Background: an optimization exercise with open tools, aiming at a short achievable clock period and few clock cycles. Do not read the settings as production practice.
For this run, only the layout was checked, not whether the RTL still works.
Power and IR drop assume default switching activity.

===== design/flow/design.v =====
module sap1_bd #(parameter I = 0) (
  input  [6*30-1:0] w,     
  input  [5:0]  pr,    
  output [100-1:0] d
);
  function [15:0] oh;
    input integer v;
    begin
      oh = 16'd1 << (v % 16);
    end
  endfunction
  function [15:0] dec4;
    input [3:0] v;
    integer j;
    begin
      for (j = 0; j < 16; j = j + 1) dec4[j] = (v == j);
    end
  endfunction
  wire [3:0]  nf  [0:5];
  wire [15:0] tg  [0:5];
  wire [5:0]  isj, isjmp, isc, isjc, islda, isldi, isalu, issub, issta, isout, ishlt, isrd, later;
  genvar k;
  generate
    for (k = 0; k < 6; k = k + 1) begin : dc
      wire [30-1:0] x = w[30*k +: 30];
      assign tg[k] = x[29:14];
      assign {isjmp[k], isjc[k], isc[k], islda[k], isalu[k], issub[k], issta[k], isldi[k],
              isout[k], ishlt[k]} = x[13:4];
      assign nf[k]    = x[3:0];
      assign isj[k]   = isjmp[k] | isc[k];
      assign isrd[k]  = islda[k] | isalu[k];
      assign later[k] = |(tg[k] & ((k < 1 ? oh(I+1) : 16'd0) | (k < 2 ? oh(I+2) : 16'd0)
                                 | (k < 3 ? oh(I+3) : 16'd0) | (k < 4 ? oh(I+4) : 16'd0)
                                 | (k < 5 ? oh(I+5) : 16'd0)));
    end
  endgenerate
  wire [4:0] take;     
  wire [4:0] cont;     
  wire [15:0]  stb [0:4];   
  wire [4:0] alub, outb;
  assign cont[0] = 1'b1;
  assign stb[0]  = 16'd0;
  assign alub[0] = 1'b0;
  assign outb[0] = 1'b0;
  generate
    for (k = 0; k < 4; k = k + 1) begin : sl
      assign take[k] = cont[k] & ~isj[k] & ~(isalu[k] & alub[k]) & ~(isout[k] & outb[k])
                       & ~(ishlt[k] & outb[k]) & ~(isrd[k] & |(stb[k] & tg[k]));
      assign cont[k+1] = take[k] & ~ishlt[k] & ~(issta[k] & later[k]);
      assign stb[k+1]  = stb[k] | (issta[k] ? tg[k] : 16'd0);
      assign alub[k+1] = alub[k] | isalu[k];
      assign outb[k+1] = outb[k] | isout[k];
    end
  endgenerate
  assign take[4] = 1'b0;
  wire [4:0] atq;    
  wire [4:0] isq;    
  generate
    for (k = 0; k <= 4; k = k + 1) begin : qq
      assign isq[k] = (k == 0 ? 1'b1 : take[k-1]) & ~take[k];
      assign atq[k] = (k == 0 ? 1'b1 : cont[k]) & ~take[k];
    end
  endgenerate
  wire [15:0] jn [0:4];
  wire [3:0]  ja [0:4];
  wire [4:0] jc, jjc, jpr;
  generate
    for (k = 0; k <= 4; k = k + 1) begin : jp
      wire taken  = isjmp[k] | (isc[k] & pr[k]);
      wire follow = isc[k] & ~pr[k] & isjmp[k+1];
      assign jn[k]  = ~(atq[k] & isj[k]) ? oh(I + k) : taken ? tg[k] : follow ? tg[k+1] : oh(I + k + 1);
      assign ja[k]  = pr[k] ? (I + k + 1) % 16 : nf[k];
      assign jc[k]  = atq[k] & isc[k];
      assign jjc[k] = isjc[k];
      assign jpr[k] = pr[k];
    end
  endgenerate
  reg [15:0] nxt;
  reg [3:0]  c_alt, c_addr;
  reg        c_en, c_jc, c_pred;
  integer m;
  always @* begin
    nxt = 16'd0; c_alt = 4'd0; c_addr = 4'd0; c_en = 1'b0; c_jc = 1'b0; c_pred = 1'b0;
    for (m = 0; m <= 4; m = m + 1) begin
      nxt    = nxt    | ({16{isq[m]}} & jn[m]);
      c_alt  = c_alt  | ({4{isq[m]}} & ja[m]);
      c_addr = c_addr | ({4{isq[m]}} & ((I + m) % 16));
      c_en   = c_en   | (isq[m] & jc[m]);
      c_jc   = c_jc   | (isq[m] & jjc[m]);
      c_pred = c_pred | (isq[m] & jpr[m]);
    end
  end
  wire [23:0] kinds;
  wire [15:0] nfs;
  generate
    for (k = 0; k < 4; k = k + 1) begin : fo
      assign kinds[6*k +: 6] = {6{take[k]}} & {islda[k], isldi[k], isalu[k], issta[k], isout[k], ishlt[k]};
      assign nfs[4*k +: 4]   = nf[k];
    end
  endgenerate
  wire sub = |(take[4-1:0] & isalu[4-1:0] & issub[4-1:0]);
  reg [15:0] used, upto;
  always @* begin
    used = 16'd0;
    upto = 16'd0;
    for (m = 0; m <= 4; m = m + 1) begin
      if (isq[m]) used = upto | (atq[m] ? oh(I+m) : 16'd0)
                       | ((atq[m] & isc[m] & ~pr[m]) ? oh(I+m+1) : 16'd0);
      upto = upto | oh(I+m);
    end
  end
  wire [15:0] stm = (take[0] & issta[0] ? tg[0] : 16'd0) | (take[1] & issta[1] ? tg[1] : 16'd0)
                  | (take[2] & issta[2] ? tg[2] : 16'd0) | (take[3] & issta[3] ? tg[3] : 16'd0);
  assign d = {stm, used, nxt, nfs, kinds, sub, c_en, c_jc, c_pred, c_alt, c_addr};
endmodule
module sap1_add8 (
  input  [7:0] x,
  input  [7:0] y,
  input        ci,
  output [7:0] s,
  output       co,
  output       z
);
  wire [7:0] p = x ^ y;
  wire [7:0] g0 = (x & y) | {7'd0, p[0] & ci};
  wire [7:0] g1, p1, g2, p2, g3;
  genvar i;
  generate
    for (i = 0; i < 8; i = i + 1) begin : ks
      if (i >= 1) begin
        assign g1[i] = g0[i] | (p[i] & g0[i-1]);
        assign p1[i] = p[i] & p[i-1];
      end else begin
        assign g1[i] = g0[i];
        assign p1[i] = p[i];
      end
      if (i >= 2) begin
        assign g2[i] = g1[i] | (p1[i] & g1[i-2]);
        assign p2[i] = p1[i] & p1[i-2];
      end else begin
        assign g2[i] = g1[i];
        assign p2[i] = p1[i];
      end
      if (i >= 4) assign g3[i] = g2[i] | (p2[i] & g2[i-4]);
      else        assign g3[i] = g2[i];
    end
  endgenerate
  wire [8:0] c = {g3, ci};
  assign s  = p ^ c[7:0];
  assign co = c[8];
  wire [7:0] need = {x[6:0] | y[6:0], ci};
  assign z = ~|(p ^ need);
endmodule
module sap1_e1 (
  input  [100-1:0] d,
  input  [127:0]   memf,      
  input            ev,        
  input  [63:0]    ews,       
  input  [23:0]    esrc,      
  input  [5:0]     efin,      
  input  [63:0]    pws,       
  output [31:0]    rd,        
  output [55:0]    rsel,      
  output [13:0]    xsel,      
  output [13:0]    ysel,      
  output [23:0]    src,       
  output [5:0]     fin,       
  output [5:0]     osel,      
  output [63:0]    ws,        
  output [15:0]    wm,        
  output [3:0]     fsel,      
  output [15:0]    alt,
  output [15:0]    caddr,
  output           sub, alu, out, hlt, c_en, c_pred
);
  function [15:0] dec4;
    input [3:0] v;
    integer j;
    begin
      for (j = 0; j < 16; j = j + 1) dec4[j] = (v == j);
    end
  endfunction
  wire [3:0]  nf [0:3];
  wire [3:0]  lda, ldi, isalu, sta, iso, ish;
  genvar k;
  generate
    for (k = 0; k < 4; k = k + 1) begin : un
      assign nf[k] = d[36 + 4*k +: 4];
      assign {lda[k], ldi[k], isalu[k], sta[k], iso[k], ish[k]} = d[12 + 6*k +: 6];
    end
  endgenerate
  assign wm     = d[99:84];
  assign sub    = d[11];
  assign c_en   = d[10];
  wire   c_jc   = d[9];
  assign c_pred = d[8];
  assign alt    = dec4(d[7:4]);
  assign caddr  = dec4(d[3:0]);
  assign alu = |isalu;
  assign out = |iso;
  assign hlt = |ish;
  assign fsel = {alu & c_jc, alu & ~c_jc, ~alu & c_jc, ~alu & ~c_jc};
  wire [5:0] sv [0:4];
  assign sv[0] = 6'b000001;
  generate
    for (k = 0; k < 4; k = k + 1) begin : sr
      assign sv[k+1] = isalu[k] ? 6'b100000 : (lda[k] | ldi[k]) ? (6'b000010 << k) : sv[k];
    end
  endgenerate
  assign src  = {sv[3], sv[2], sv[1], sv[0]};
  assign fin  = sv[4];
  assign osel = ({6{iso[0]}} & sv[0]) | ({6{iso[1]}} & sv[1]) | ({6{iso[2]}} & sv[2]) | ({6{iso[3]}} & sv[3]);
  wire [5:0] xs = ({6{isalu[0]}} & sv[0]) | ({6{isalu[1]}} & sv[1]) | ({6{isalu[2]}} & sv[2]) | ({6{isalu[3]}} & sv[3]);
  generate
    for (k = 0; k < 16; k = k + 1) begin : st
      wire [3:0] s;
      assign s[0] = sta[0] & (nf[0] == k);
      assign s[1] = sta[1] & (nf[1] == k);
      assign s[2] = sta[2] & (nf[2] == k);
      assign s[3] = sta[3] & (nf[3] == k);
      assign ws[4*k +: 4] = {s[3], s[2] & ~s[3], s[1] & ~s[2] & ~s[3], s[0] & ~s[1] & ~s[2] & ~s[3]};
    end
  endgenerate
  reg  [31:0] r;
  reg  [55:0] rs;
  integer i, wi;
  reg  [15:0] t;
  reg  [3:0]  hs;      
  reg  [3:0]  hp;      
  reg  [5:0]  hv;
  always @* begin
    r = 32'd0;
    rs = 56'd0;
    for (i = 0; i < 4; i = i + 1) begin
      t = (lda[i] | isalu[i]) ? dec4(nf[i]) : 16'd0;
      hs = 4'd0;
      hp = 4'd0;
      for (wi = 0; wi < 16; wi = wi + 1) begin
        r[8*i +: 8] = r[8*i +: 8] | ({8{t[wi]}} & memf[8*wi +: 8]);
        hs = hs | ({4{t[wi] & ev}} & ews[4*wi +: 4]);
        hp = hp | ({4{t[wi]}} & pws[4*wi +: 4]);
      end
      if (ldi[i]) r[8*i +: 8] = {4'd0, nf[i]};
      hv = ({6{hs[0]}} & esrc[0 +: 6]) | ({6{hs[1]}} & esrc[6 +: 6])
         | ({6{hs[2]}} & esrc[12 +: 6]) | ({6{hs[3]}} & esrc[18 +: 6]);
      rs[14*i +: 14] = (|hs) ? {8'd0, hv} : (|hp) ? {4'd0, hp, 6'd0} : (14'd1 << (10 + i));
    end
  end
  assign rd   = r;
  assign rsel = rs;
  wire [13:0] inv = ev ? {8'd0, efin} : 14'd1;
  assign xsel = (xs[0] ? inv : 14'd0) | (xs[1] ? rs[0 +: 14] : 14'd0) | (xs[2] ? rs[14 +: 14] : 14'd0)
              | (xs[3] ? rs[28 +: 14] : 14'd0);
  assign ysel = (isalu[0] ? rs[0 +: 14] : 14'd0) | (isalu[1] ? rs[14 +: 14] : 14'd0)
              | (isalu[2] ? rs[28 +: 14] : 14'd0) | (isalu[3] ? rs[42 +: 14] : 14'd0);
endmodule
module sap1 (
  input        clk,
  input        sw8,     
  input        prog,    
  input        sw4,     
  input  [3:0] sw_mar,  
  input  [7:0] sw_dat,  
  output [7:0] oval,    
  output       out_valid,  
  output       hlt,     
  output [7:0] memval   
);
  function [15:0] dec4;
    input [3:0] v;
    integer j;
    begin
      for (j = 0; j < 16; j = j + 1) dec4[j] = (v == j);
    end
  endfunction
  function [30-1:0] wdec;
    input [7:0] v;
    reg [3:0] op;
    begin
      op = v[7:4];
      wdec = {dec4(v[3:0]), op == 4'd6, op == 4'd7, (op == 4'd7) | (op == 4'd8), op == 4'd1,
              (op == 4'd2) | (op == 4'd3), op == 4'd3, op == 4'd4, op == 4'd5, op == 4'd14,
              op == 4'd15, v[3:0]};
    end
  endfunction
  reg [7:0]   mem [0:15];
  reg [30-1:0] dw [0:15];   
  reg [100-1:0] bd [0:15];   
  reg [15:0]  pc;            
  reg [15:0]  pred;          
  reg [7:0]   a;
  reg         cf, zf;
  reg [7:0]   oval_q;
  reg         outv_q;
  reg         hlt_q;
  reg [7:0]   memval_q;
  reg         mis_q;         
  reg [15:0]  alt_q;         
  reg [15:0]  wr_q;          
  reg         pu_q, pf_q;    
  reg [15:0]  pa_q;          
  reg [15:0]  lda_q;         
  reg [7:0]   ldd_q;
  reg [31:0]  sd;            
  reg [63:0]  pw;            
  reg [15:0]  pwm;           
  reg         bv1;
  reg [100-1:0] b1;
  reg         bv2;
  reg [31:0]  rr;            
  reg [7:0]   px, py;        
  reg [23:0]  e_src;
  reg [5:0]   e_fin, e_osel;
  reg [63:0]  e_ws;
  reg [15:0]  e_wm;
  reg [3:0]   fsel;
  reg [15:0]  e_alt, e_caddr;
  reg         e_sub, e_alu, e_out, e_hlt, e_c_en, e_c_pred;
  integer i, j;
  genvar gi;
  wire        loadw = ~prog & ~sw4;
  wire [127:0] memq;
  generate
    for (gi = 0; gi < 16; gi = gi + 1) begin : mq
      assign memq[8*gi +: 8] = mem[gi];
    end
  endgenerate
  reg [7:0] wv [0:15];
  always @* begin
    for (i = 0; i < 16; i = i + 1) begin
      wv[i] = ({8{pw[4*i]}} & sd[7:0]) | ({8{pw[4*i+1]}} & sd[15:8]) | ({8{pw[4*i+2]}} & sd[23:16])
            | ({8{pw[4*i+3]}} & sd[31:24]);
      if (lda_q[i]) wv[i] = ldd_q;
    end
  end
  generate
    for (gi = 0; gi < 16; gi = gi + 1) begin : dg
      wire [100-1:0] d;
      sap1_bd #(.I(gi)) u (
        .w({dw[(gi+5)%16], dw[(gi+4)%16], dw[(gi+3)%16], dw[(gi+2)%16], dw[(gi+1)%16], dw[gi]}),
        .pr({pred[(gi+5)%16], pred[(gi+4)%16], pred[(gi+3)%16], pred[(gi+2)%16], pred[(gi+1)%16], pred[gi]}),
        .d(d));
      always @(posedge clk) bd[gi] <= d;
    end
  endgenerate
  wire run2  = ~sw8 & ~hlt_q & bv2 & ~mis_q;
  wire run2f = ~hlt_q & bv2 & ~mis_q;
  wire [7:0] sum;
  wire       cf_n, zf_n;
  sap1_add8 add (.x(px), .y(py), .ci(e_sub), .s(sum), .co(cf_n), .z(zf_n));
  wire [47:0] vals = {sum, rr, a};
  function [7:0] pick6;
    input [5:0]  s;
    input [47:0] v;
    integer q;
    begin
      pick6 = 8'd0;
      for (q = 0; q < 6; q = q + 1) pick6 = pick6 | ({8{s[q]}} & v[8*q +: 8]);
    end
  endfunction
  wire [7:0] a_n = pick6(e_fin, vals);
  wire [7:0] ov  = pick6(e_osel, vals);
  wire [31:0] sd_n = {pick6(e_src[18 +: 6], vals), pick6(e_src[12 +: 6], vals),
                      pick6(e_src[6 +: 6], vals), pick6(e_src[0 +: 6], vals)};
  wire       flag = (fsel[3] & cf_n) | (fsel[2] & zf_n) | (fsel[1] & cf) | (fsel[0] & zf);
  wire       mis = run2 & e_c_en & (flag ^ e_c_pred);
  wire [31:0] n_rd;
  wire [55:0] n_rsel;
  wire [13:0] n_xsel, n_ysel;
  wire [23:0] n_src;
  wire [5:0]  n_fin, n_osel;
  wire [63:0] n_ws;
  wire [15:0] n_wm;
  wire [3:0]  n_fsel;
  wire [15:0] n_alt, n_caddr;
  wire        n_sub, n_alu, n_out, n_hlt, n_c_en, n_c_pred;
  sap1_e1 e1n (.d(b1), .memf(memq), .ev(run2f), .ews(e_ws), .esrc(e_src), .efin(e_fin), .pws(pw),
    .rd(n_rd), .rsel(n_rsel), .xsel(n_xsel), .ysel(n_ysel), .src(n_src), .fin(n_fin),
    .osel(n_osel), .ws(n_ws), .wm(n_wm), .fsel(n_fsel), .alt(n_alt), .caddr(n_caddr),
    .sub(n_sub), .alu(n_alu), .out(n_out), .hlt(n_hlt), .c_en(n_c_en), .c_pred(n_c_pred));
  function [7:0] pick14;
    input [13:0] s;
    input [47:0] v;
    input [31:0] p;
    input [31:0] r;
    integer q;
    begin
      pick14 = 8'd0;
      for (q = 0; q < 6; q = q + 1) pick14 = pick14 | ({8{s[q]}} & v[8*q +: 8]);
      for (q = 0; q < 4; q = q + 1) pick14 = pick14 | ({8{s[6+q]}} & p[8*q +: 8]);
      for (q = 0; q < 4; q = q + 1) pick14 = pick14 | ({8{s[10+q]}} & r[8*q +: 8]);
    end
  endfunction
  wire [31:0] n_rr = {pick14(n_rsel[42 +: 14], vals, sd, n_rd), pick14(n_rsel[28 +: 14], vals, sd, n_rd),
                      pick14(n_rsel[14 +: 14], vals, sd, n_rd), pick14(n_rsel[0 +: 14], vals, sd, n_rd)};
  wire [7:0]  n_px = pick14(n_xsel, vals, sd, n_rd);
  wire [7:0]  n_py = pick14(n_ysel, vals, sd, n_rd) ^ {8{n_sub}};
  wire [15:0] pcx = mis_q ? alt_q : pc;
  reg  [100-1:0] fpick;
  always @* begin
    fpick = {100{1'b0}};
    for (i = 0; i < 16; i = i + 1) fpick = fpick | ({100{pcx[i]}} & bd[i]);
  end
  wire [15:0] wpend = wr_q | lda_q | pwm | (run2f ? e_wm : 16'd0) | ((bv1 & ~mis_q) ? b1[99:84] : 16'd0);
  reg  [15:0] stl;
  always @* for (i = 0; i < 16; i = i + 1) stl[i] = |(wpend & bd[i][83:68]);
  wire        stale = |(stl & pcx);
  wire        rst_bad = loadw | stl[0];
  always @(posedge clk) begin
    memval_q <= mem[sw_mar];
    if (lda_q[sw_mar]) memval_q <= ldd_q;
    if (pw[4*sw_mar +: 4] != 4'd0) memval_q <= wv[sw_mar];
    lda_q <= loadw ? dec4(sw_mar) : 16'd0;
    ldd_q <= sw_dat;
    wr_q  <= lda_q | pwm;
    for (i = 0; i < 16; i = i + 1)
      if (lda_q[i] | pwm[i]) begin
        mem[i] <= wv[i];
        dw[i]  <= wdec(wv[i]);
      end
    if (pu_q) pred <= (pred & ~pa_q) | (pa_q & {16{pf_q}});
    if (sw8) pred <= 16'd0;
    pu_q <= run2 & e_c_en;
    pf_q <= flag;
    pa_q <= e_caddr;
    mis_q <= ~sw8 & mis;
    alt_q <= e_alt;
    sd <= sd_n;
    pw <= run2 ? e_ws : 64'd0;
    pwm <= run2 ? e_wm : 16'd0;
  end
  always @(posedge clk) begin
    if (sw8) begin
      a <= 8'd0; cf <= 1'b0; zf <= 1'b0;
      oval_q <= 8'd0; outv_q <= 1'b0; hlt_q <= 1'b0;
    end else begin
      outv_q <= run2 & e_out;
      if (run2) begin
        a <= a_n;
        if (e_alu) begin cf <= cf_n; zf <= zf_n; end
        if (e_out) oval_q <= ov;
        if (e_hlt) hlt_q <= 1'b1;
      end
    end
  end
  always @(posedge clk) begin
    if (sw8) begin
      bv2 <= 1'b0;
      bv1 <= ~rst_bad;
      pc  <= rst_bad ? 16'd1 : bd[0][67:52];
      b1  <= bd[0];
    end else begin
      bv2 <= bv1 & ~mis_q;
      bv1 <= ~stale;
      pc  <= stale ? pcx : fpick[67:52];
      b1  <= fpick;
    end
    rr <= n_rr; px <= n_px; py <= n_py;
    e_src <= n_src; e_fin <= n_fin; e_osel <= n_osel; e_ws <= n_ws; e_wm <= n_wm; fsel <= n_fsel;
    e_alt <= n_alt; e_caddr <= n_caddr;
    e_sub <= n_sub; e_alu <= n_alu; e_out <= n_out; e_hlt <= n_hlt;
    e_c_en <= n_c_en; e_c_pred <= n_c_pred;
  end
  assign oval = oval_q;
  assign out_valid = outv_q;
  assign hlt = hlt_q;
  assign memval = memval_q;
endmodule

===== design/flow/run.sh =====
#!/bin/bash
# synth_recipe.tcl (not shown) runs the flow's synth.tcl, then flattens the netlist and writes it again
# the make line also repeats each setting of config.mk as NAME=value (left out here)
make -C /OpenROAD-flow-scripts/flow DESIGN_CONFIG=/design/flow/config.mk WORK_HOME=/design/flow/orfs CLKGATE_MAP_FILE= SYNTH_SCRIPT=/design/flow/synth_recipe.tcl finish

===== design/flow/config.mk =====
export PLATFORM = sky130hd
export DESIGN_NAME = sap1
export DESIGN_NICKNAME = sap1
export VERILOG_FILES = /design/flow/design.v
export SDC_FILE = /design/flow/constraint.sdc
export NUM_CORES = 8
export LEC_CHECK = 0
export ABC_CLOCK_PERIOD_IN_PS = 2000
export CAP_MARGIN = 20
export CORE_MARGIN = 2
export CORE_UTILIZATION = 30
export SETUP_SLACK_MARGIN = 2.9
export SLEW_MARGIN = 20

===== design/flow/constraint.sdc =====
create_clock -name core_clock -period 5.5 [get_ports {clk}]
set_input_delay 1.1000 -clock core_clock [delete_from_list [all_inputs] [get_ports {clk}]]
set_output_delay 1.1000 -clock core_clock [all_outputs]
set_load 0.01 [all_outputs]

==> results.tsv <==
metric	value	unit
rows	228	
stop_error	[ERROR GRT-0232] Routing congestion too high. Check the congestion heatmap in the GUI.	
die_y	626	um
syn_inst	12700	
cts_buffers	278	
port_buffers	33	
overflow	1	
synth-seq-area-share	44.3	%
gp_congestion	1.22	
netlist_top_cells_area	dfxtp_1 30%, edfxtp_1 14%, a22oi_1 7.9%	
synth_top_flop_cell	dfxtp_1	
holdBufCountCts	0	
yosysTopAreaCell	dfxtp_1	
cts_buffer_depth	4	
dp_hpwl	793	mm
synth.ff_latch_count	2294	
yosys.area.top_type_share	30.2	%
die_w	626	um
cts-root-buf	clkbuf_16	
async_flop_share	0	%
syn-cell-area	116000	um2
clkSinkCount	2294	
start_util	30.1	%
grt_usage	58.9	%
run_status	did not finish	
ioPinCount	34	
lastStage	global routing (5_1_grt)	
synth_edf_count	544	
grt_max_degree	69	
h-tree-depth	5	
yosys_warnings	22	
avgSynthCellArea	9.11	um2
ys_types	107	
-- power groups by stage --
stage / clock [W] / sequential (W) / combinational [W]
after CTS: 0.0197 / 0.0199 / 0.0165
after detailed placement: 0 / 0.0202 / 0.0117
after global placement: 0 / 0.0202 / 0.0118
after floorplan: 0 / 0.0187 / 0.00558
-- how the worst min path moves through the flow --
stage                     startpoint  endpoint  slack (ns)
after floorplan             e_alt[0]  alt_q[0]        0.31
after CTS                 e_caddr[0]   pa_q[0]        0.32
after detailed placement    e_alt[0]  alt_q[0]        0.31
after global placement      e_alt[7]  alt_q[7]        0.31
-- layer usage --
layer | track usage [%] | overflow
met1 | 61.8 | 0
met2 | 69.5 | 0
met3 | 48.6 | 1
met4 | 51.4 | 0
met5 | 30.3 | 0
-- cells in the mapped netlist (28+ instances only) --
cell type  count
dfxtp_1     1750
a22oi_1     1219
clkbuf_1    1158
nor2_1       955
nand2_1      953
o21ai_0      549
edfxtp_1     544
nand3_1      468
a221oi_1     453
a22o_1       449
and2_1       415
o221ai_1     345
a222oi_1     308
nand4_1      298
a21oi_1      284
inv_1        223
or2_2        175
nand2b_1     164
a32oi_1      140
and3_1       131
nor3_1       130
o221a_2      130
buf_1        120
a31oi_1      108
mux2_2       105
and4_1        87
nor4_1        82
nor2b_1       69
o211ai_1      65
mux2i_1       64
a221o_1       61
o21a_1        56
o22ai_1       52
buf_2         48
a2111oi_0     40
a211oi_1      33
a21o_1        32
or3_1         31
nor3b_1       28
-- stage by stage --
stage | std cells | setup WS, ns | power, W | util, % | area [um2]
floorplan | 12800 | 2.21 | 0.0243 | - | 121000
global placement | 17900 | 0.536 | 0.0320 | 34.2 | 132000
CTS | 20000 | 1.79 | 0.0561 | 43.9 | 169000
detailed placement | 18000 | 0.525 | 0.0319 | 34.2 | 132000
-- repair_timing --
item,4_1_cts
hold endpoints to repair,0
resized for setup,3157
pin swaps,688
setup endpoints to repair,1499
setup buffers,1407
gates cloned,118
-- cells by family after synthesis --
family / Yosys count / synth area share, %
other: 1 / 0.00323
buffers and inverters: 1568 / 5.18
adder cells (fa/ha/maj): 16 / 0.185
XOR/XNOR: 22 / 0.166
flip-flops: 2294 / 44.3
AND/OR/NAND/NOR: 4099 / 17.7
AO/OA/AOI/OAI: 4564 / 30.7
multiplexers: 181 / 1.80
